Background: an optimization exercise with open tools, aiming at small area, a short achievable clock period and few clock cycles per item. Do not read the settings as production practice. The RTL was checked by simulation tests, not by an equivalence proof against the original design.

==> flow/design.v (excerpt) <==
module mmc_s(
    input ld, clk,
    input [31:0] i_a, i_b,
    output [31:0] res,
    output done);
export LEC_CHECK = 0
export ABC_CLOCK_PERIOD_IN_PS = 2500
export CAP_MARGIN = 20
export CORE_MARGIN = 2
export CORE_UTILIZATION = 40
export SETUP_SLACK_MARGIN = 2.5
export SLEW_MARGIN = 20
create_clock -name core_clock -period 5.5 [get_ports {clk}]
run.sh (not shown) runs the stock make flow with config.mk's settings and CLKGATE_MAP_FILE= SYNTH_SCRIPT=/design/flow/synth_recipe.tcl, a recipe that flattens the netlist after the stock synthesis.
The baseline finished with timing, DRC and antenna clean.
Testbench counts at the start, summed over its fixed seeds: cycles 12,642, items 1,200.
Next try:
- ABC_CLOCK_PERIOD_IN_PS: 2500 -> unset
- SETUP_SLACK_MARGIN: 2.5 -> unset
The changed run finished with timing, DRC and antenna clean; worst hold slack gets worse by 28 ps; global-route usage went down by 5.4 points.
Next try:
- ABC_CLOCK_PERIOD_IN_PS: unset -> 2500
Effect:
- The new run completed without violations
- final area stays the same
- via count stays the same
- synthesized area does not change
- first-iteration DRC count stays the same

* * *

## old
The RTL this note starts from:
==> flow/design.v <==
module mmc_s(
    input ld, clk,
    input [31:0] i_a, i_b,
    output [31:0] res,
    output done);
    function automatic cout32(input [31:0] a, input [31:0] b, input c);
        reg [31:0] g, p;
        integer l, i;
        begin
            g = a & b;
            p = a | b;
            for (l = 1; l < 32; l = l * 2)
                for (i = 0; i < 32; i = i + 2 * l) begin
                    g[i + 2*l - 1] = g[i + 2*l - 1] | (p[i + 2*l - 1] & g[i + l - 1]);
                    p[i + 2*l - 1] = p[i + 2*l - 1] & p[i + l - 1];
                end
            cout32 = g[31] | (p[31] & c);
        end
    endfunction
    function automatic [32:0] padd32(input [31:0] a, input [31:0] b, input c);
        reg [31:0] g, p, t;
        integer l, i;
        begin
            t = a ^ b;
            g = a & b;
            p = t;
            g[0] = g[0] | (p[0] & c);
            for (l = 1; l < 32; l = l * 2)
                for (i = 0; i < 32; i = i + 1)
                    if (i & l) begin
                        g[i] = g[i] | (p[i] & g[(i & ~(l - 1)) - 1]);
                        p[i] = p[i] & p[(i & ~(l - 1)) - 1];
                    end
            padd32 = {g[31], t ^ {g[30:0], c}};
        end
    endfunction
    reg [31:0] x, y, u, v;
    reg        fy, dn;
    wire px = x[0];
    wire py = y[0] ^ fy;
    wire odd = px & py;
    wire [31:0] ny  = ~y;
    wire        cin = ~fy;
    wire [32:0] s;
    assign s[31:0] = padd32(x, ny, cin);
    assign s[32] = ~cout32(x, ny, cin);
    wire        neg = ~cout32(x, ny, cin);
    wire        fin = &((x ^ ny) ~^ {x[30:0] | ny[30:0], cin});
    wire [31:0] p1  = s[32:1];
    wire [31:0] p2  = {1'b0, s[32:2]};
    wire [31:0] p3  = {2'b0, s[32:3]};
    wire [31:0] n1  = {1'b0, ~s[31:1]};
    wire [31:0] n2  = {2'b0, ~s[31:2]};
    wire [31:0] n3  = {3'b0, ~s[31:3]};
    wire        e2  = ~s[1];
    wire        e4  = e2 & ~s[2];
    wire [31:0] sum = padd32(u, v, 1'b0);
    wire run  = ~ld & ~dn;
    wire sub  = run & odd;
    wire subx = sub & ~neg;             
    wire suby = sub & neg;              
    wire k1   = ~e2;
    wire k2   = e2 & ~e4;
    wire k3   = e4;
    wire hx   = run & ~px;              
    wire hy   = run & ~py;              
    wire du1 = (subx & k1) | (hx & py);
    wire dv1 = (suby & k1) | (hy & px);
    wire kx = ~(ld | subx | hx);
    wire ky = ~(ld | suby | hy);
    wire ku = ~(ld | suby | subx | du1);
    wire kv = ~(ld | subx | suby | dv1);
    always @(posedge clk) begin
        x  <= ({32{ld}} & i_a) | ({32{subx & k1}} & p1) | ({32{subx & k2}} & p2) | ({32{subx & k3}} & p3)
            | ({32{hx}} & {1'b0, x[31:1]}) | ({32{kx}} & x);
        y  <= ({32{ld}} & i_b) | ({32{suby & k1}} & n1) | ({32{suby & k2}} & n2) | ({32{suby & k3}} & n3)
            | ({32{hy}} & {1'b0, y[31:1]}) | ({32{ky}} & y);
        u  <= ({32{ld}} & i_b) | ({32{suby}} & sum) | ({32{du1}} & {u[30:0], 1'b0})
            | ({32{subx & k2}} & {u[29:0], 2'b0}) | ({32{subx & k3}} & {u[28:0], 3'b0}) | ({32{ku}} & u);
        v  <= ({32{subx}} & sum) | ({32{dv1}} & {v[30:0], 1'b0})
            | ({32{suby & k2}} & {v[29:0], 2'b0}) | ({32{suby & k3}} & {v[28:0], 3'b0}) | ({32{kv}} & v);
        fy <= suby | (~ld & fy);
        dn <= ~ld & (dn | (sub & fin));
    end
    assign res  = v;
    assign done = dn;
endmodule
Settings: LEC_CHECK=0, CAP_MARGIN=20, CORE_MARGIN=2, CORE_UTILIZATION=40, SETUP_SLACK_MARGIN=2.5, SLEW_MARGIN=20; clock period 5.5 ns.
standard.sh (not shown) runs the stock make flow with config.mk's settings and CLKGATE_MAP_FILE= SYNTH_SCRIPT=/design/flow/synth_recipe.tcl, a recipe that flattens the netlist after the stock synthesis.
==> flow/flow/run.sh <==
#!/bin/bash
# The standard layout (standard.sh, standard synthesis unchanged) with
# two ORFS options set:
#  - port buffers are buf_2 cells instead of the default delay-buffer
#    choice (every input and output port still gets its own buffer);
#  - ORFS's power recovery after global routing downsizes gates on paths
#    with slack to spare.
set -o pipefail
cat standard.sh > standard_sh.txt
export BUFFER_PORTS_ARGS="-buffer_cell sky130_fd_sc_hd__buf_2"
export RECOVER_POWER=100
bash standard.sh > standard.log 2>&1
Testbench counts of old, summed over its fixed seeds: cycles 9,782, items 1,200.
> inputs changed (old -> new)
==> flow/run.sh (new file) <==
#!/bin/bash
# synth_recipe.tcl (not shown) runs the flow's synth.tcl, then flattens the netlist and writes it again
# the make line also repeats each setting of config.mk as NAME=value (left out here)
make -C /OpenROAD-flow-scripts/flow DESIGN_CONFIG=/design/flow/config.mk WORK_HOME=/design/flow/orfs CLKGATE_MAP_FILE= SYNTH_SCRIPT=/design/flow/synth_recipe.tcl finish
removed: flow/flow/run.sh
removed: flow/standard.sh
### Flow results
A critical path endpoint of x[27] is what old shows, while y[15] belongs to new.
Relative to old, worst slew slack as a fraction of its limit has increased by 35 points in new.
new vs old — via count climbed slightly

* * *

== exp/raven ==
mmc_s, a different RTL version from the one above (not shown whole).
Size: ~130 flip-flops, ~99 I/O pins, roughly 0.011 mm^2 of cells after synthesis.
==> flow/config.mk <==
export PLATFORM = sky130hd
export DESIGN_NAME = mmc_s
export DESIGN_NICKNAME = mmc_s
export VERILOG_FILES = /design/flow/design.v
export SDC_FILE = /design/flow/constraint.sdc
export NUM_CORES = 4
export LEC_CHECK = 0
export CAP_MARGIN = 20
export CORE_MARGIN = 2
export CORE_UTILIZATION = 40
export CTS_BUF_LIST = sky130_fd_sc_hd__clkbuf_4 sky130_fd_sc_hd__clkbuf_8
export CTS_CLUSTER_SIZE = 30
export SETUP_SLACK_MARGIN = 2.2
export SLEW_MARGIN = 20
==> flow/constraint.sdc <==
create_clock -name core_clock -period 5.5 [get_ports {clk}]
set_input_delay 1.1000 -clock core_clock [delete_from_list [all_inputs] [get_ports {clk}]]
set_output_delay 1.1000 -clock core_clock [all_outputs]
set_load 0.01 [all_outputs]
==> flow/flow/run.sh <==
#!/bin/bash
# The standard layout (standard.sh, standard synthesis unchanged), with
# the port buffers made buf_2 cells instead of ORFS's default choice (a
# delay buffer); every input and output port still gets its own buffer.
set -o pipefail
cat standard.sh > standard_sh.txt
export BUFFER_PORTS_ARGS="-buffer_cell sky130_fd_sc_hd__buf_2"
bash standard.sh > standard.log 2>&1
In summary, exp/raven completed successfully, with a layout that passed the timing, DRC and antenna checks.
Testbench counts of exp/raven, summed over its fixed seeds: cycles 8,802, items 1,200.
#### Input delta (exp/pepper over exp/raven)
# exp/raven
export LEC_CHECK = 0
export CAP_MARGIN = 20
export CORE_MARGIN = 2
export CORE_UTILIZATION = 40
export CTS_BUF_LIST = sky130_fd_sc_hd__clkbuf_4 sky130_fd_sc_hd__clkbuf_8
export CTS_CLUSTER_SIZE = 30
export SETUP_SLACK_MARGIN = 2.2
export SLEW_MARGIN = 20
create_clock -name core_clock -period 5.5 [get_ports {clk}]
# exp/pepper
export LEC_CHECK = 0
export CAP_MARGIN = 20
export CORE_MARGIN = 2
export CORE_UTILIZATION = 40
export CTS_BUF_LIST = sky130_fd_sc_hd__clkbuf_4 sky130_fd_sc_hd__clkbuf_8
export CTS_CLUSTER_SIZE = 30
export SETUP_SLACK_MARGIN = 2.0
export SLEW_MARGIN = 20
create_clock -name core_clock -period 5.5 [get_ports {clk}]
--- outcome ---
Going from exp/raven to exp/pepper, the clock period minus final worst setup slack was found to have gone up by 0.0041 ns.
Re worst setup margin: exp/pepper is 0.0041 ns down on exp/raven.
Looking at number of non-clock buffers in the layout across exp/raven and exp/pepper, the one that comes out higher is exp/raven.
Non-filler instance count after layout for exp/pepper: 71 down relative to exp/raven
| total wire length | exp/pepper vs exp/raven | better |
Looking at largest stage delay on the critical path, exp/pepper sits 0.02 ns below exp/raven.
Changes in exp/sierra relative to exp/pepper:
# exp/pepper
export LEC_CHECK = 0
export CAP_MARGIN = 20
export CORE_MARGIN = 2
export CORE_UTILIZATION = 40
export CTS_BUF_LIST = sky130_fd_sc_hd__clkbuf_4 sky130_fd_sc_hd__clkbuf_8
export CTS_CLUSTER_SIZE = 30
export SETUP_SLACK_MARGIN = 2.0
export SLEW_MARGIN = 20
create_clock -name core_clock -period 5.5 [get_ports {clk}]
# exp/sierra
export LEC_CHECK = 0
export CAP_MARGIN = 20
export CORE_MARGIN = 2
export CORE_UTILIZATION = 40
export SETUP_SLACK_MARGIN = 2.5
export SLEW_MARGIN = 20
create_clock -name core_clock -period 5.5 [get_ports {clk}]
==> comparison <==
Number of fill cells in the layout sits lower in exp/sierra than in exp/pepper. Re insertion delay to the later sink of the worst-skew pair: exp/sierra is 0.04 ns down on exp/pepper. Cmp exp/sierra vs exp/pepper: portion of the clock cycle consumed by the worst path in the final layout lower in exp/sierra. Re share of synthesized area spent on multiplexers: no difference whatsoever between exp/sierra and exp/pepper. exp/sierra ended with less required time of the critical path than exp/pepper. The run showing the greater met2 track demand over resource in global routing is exp/sierra. Between exp/pepper and exp/sierra, detailed placer's ending HPWL is higher for exp/sierra, exp/pepper comes in under that.
Changes in exp/violet relative to exp/sierra:
# exp/sierra
export LEC_CHECK = 0
export CAP_MARGIN = 20
export CORE_MARGIN = 2
export CORE_UTILIZATION = 40
export SETUP_SLACK_MARGIN = 2.5
export SLEW_MARGIN = 20
create_clock -name core_clock -period 5.5 [get_ports {clk}]
# exp/violet
export LEC_CHECK = 0
export CAP_MARGIN = 20
export CORE_MARGIN = 2
export CORE_UTILIZATION = 40
export CTS_BUF_LIST = sky130_fd_sc_hd__clkbuf_4 sky130_fd_sc_hd__clkbuf_8
export CTS_CLUSTER_SIZE = 30
export SETUP_SLACK_MARGIN = 1.8
export SLEW_MARGIN = 20
create_clock -name core_clock -period 5.5 [get_ports {clk}]
==> run summary <==
- exp/violet finished end to end and its layout was clean on timing, DRC and antenna.
- exp/violet against exp/sierra: sequential share of cell area +4.7 points.
- Against exp/sierra, exp/violet reports a clock buffer instance count of the final layout that is lower.
- From exp/sierra to exp/violet, number of maximum-capacitance violations did not move at all.
- The met2 track utilization from global routing reported for exp/violet is smaller than that of exp/sierra by 10 points.
- exp/violet against exp/sierra: met3 global-route usage decreased 0.49 points; global routing usage summed across all routing layers decreased 5.4 points; area taken by multi-input logic gates decreased 0.0015 mm^2; wire length after detailed routing decreased 14 mm; cell count decreased about 10%.

-- what the ideal ports hide --
Ports are ideal in the flow. The routed layouts listed here were re-timed in OpenROAD.
Step 1: set_driving_cell puts a clkbuf_16 on clk and a buf_2 on each other input, an assumption about the parent block.
Step 2 moves the port delays by t, midway between the first and last clock arrival at a register: inputs arrive t later, outputs are due t later. That takes back most of the time a late clock gives input paths.
Three values: ideal ports, drivers, drivers and shift; two values: the first two.
run | t, ns | setup slack, ns | hold WS [ns] | worst slew at a driven data input, ns | pins driven straight from the clock port
the first run of note 1 | 0.483 | 2.248 / 2.248 / 2.248 | 0.606 / 0.606 / 0.606 | 0.07 | 1
the second run of note 1 | 0.472 | 1.142 / 1.142 / 1.142 | 0.577 / 0.577 / 0.577 | 0.06 | 1
the third run of note 1 | 0.472 | 1.142 / 1.142 / 1.142 | 0.577 / 0.577 / 0.577 | 0.06 | 1
old | 0.481 | 1.117 / 1.117 / 0.984 | 0.504 / 0.504 / 0.504 | 0.04 | 1
new | 0.488 | 2.201 / 2.201 / 1.801 | 0.485 / 0.485 / 0.485 | 0.04 | 1
exp/raven | 0.485 | 2.113 / 2.113 / 1.822 | 0.499 / 0.499 / 0.499 | 0.03 | 1
exp/pepper | 0.511 | 2.109 / 2.109 / 1.632 | 0.491 / 0.491 / 0.491 | 0.04 | 1
exp/sierra | 0.482 | 2.154 / 2.154 / 1.976 | 0.478 / 0.478 / 0.478 | 0.06 | 1
exp/violet | 0.510 | 1.897 / 1.897 / 1.515 | 0.497 / 0.497 / 0.497 | 0.03 | 1
After both steps setup and hold are still met in every run listed. For exp/pepper, which loses most, drivers alone change the setup slack by 0.000 ns; drivers and shift together by -0.477 ns.
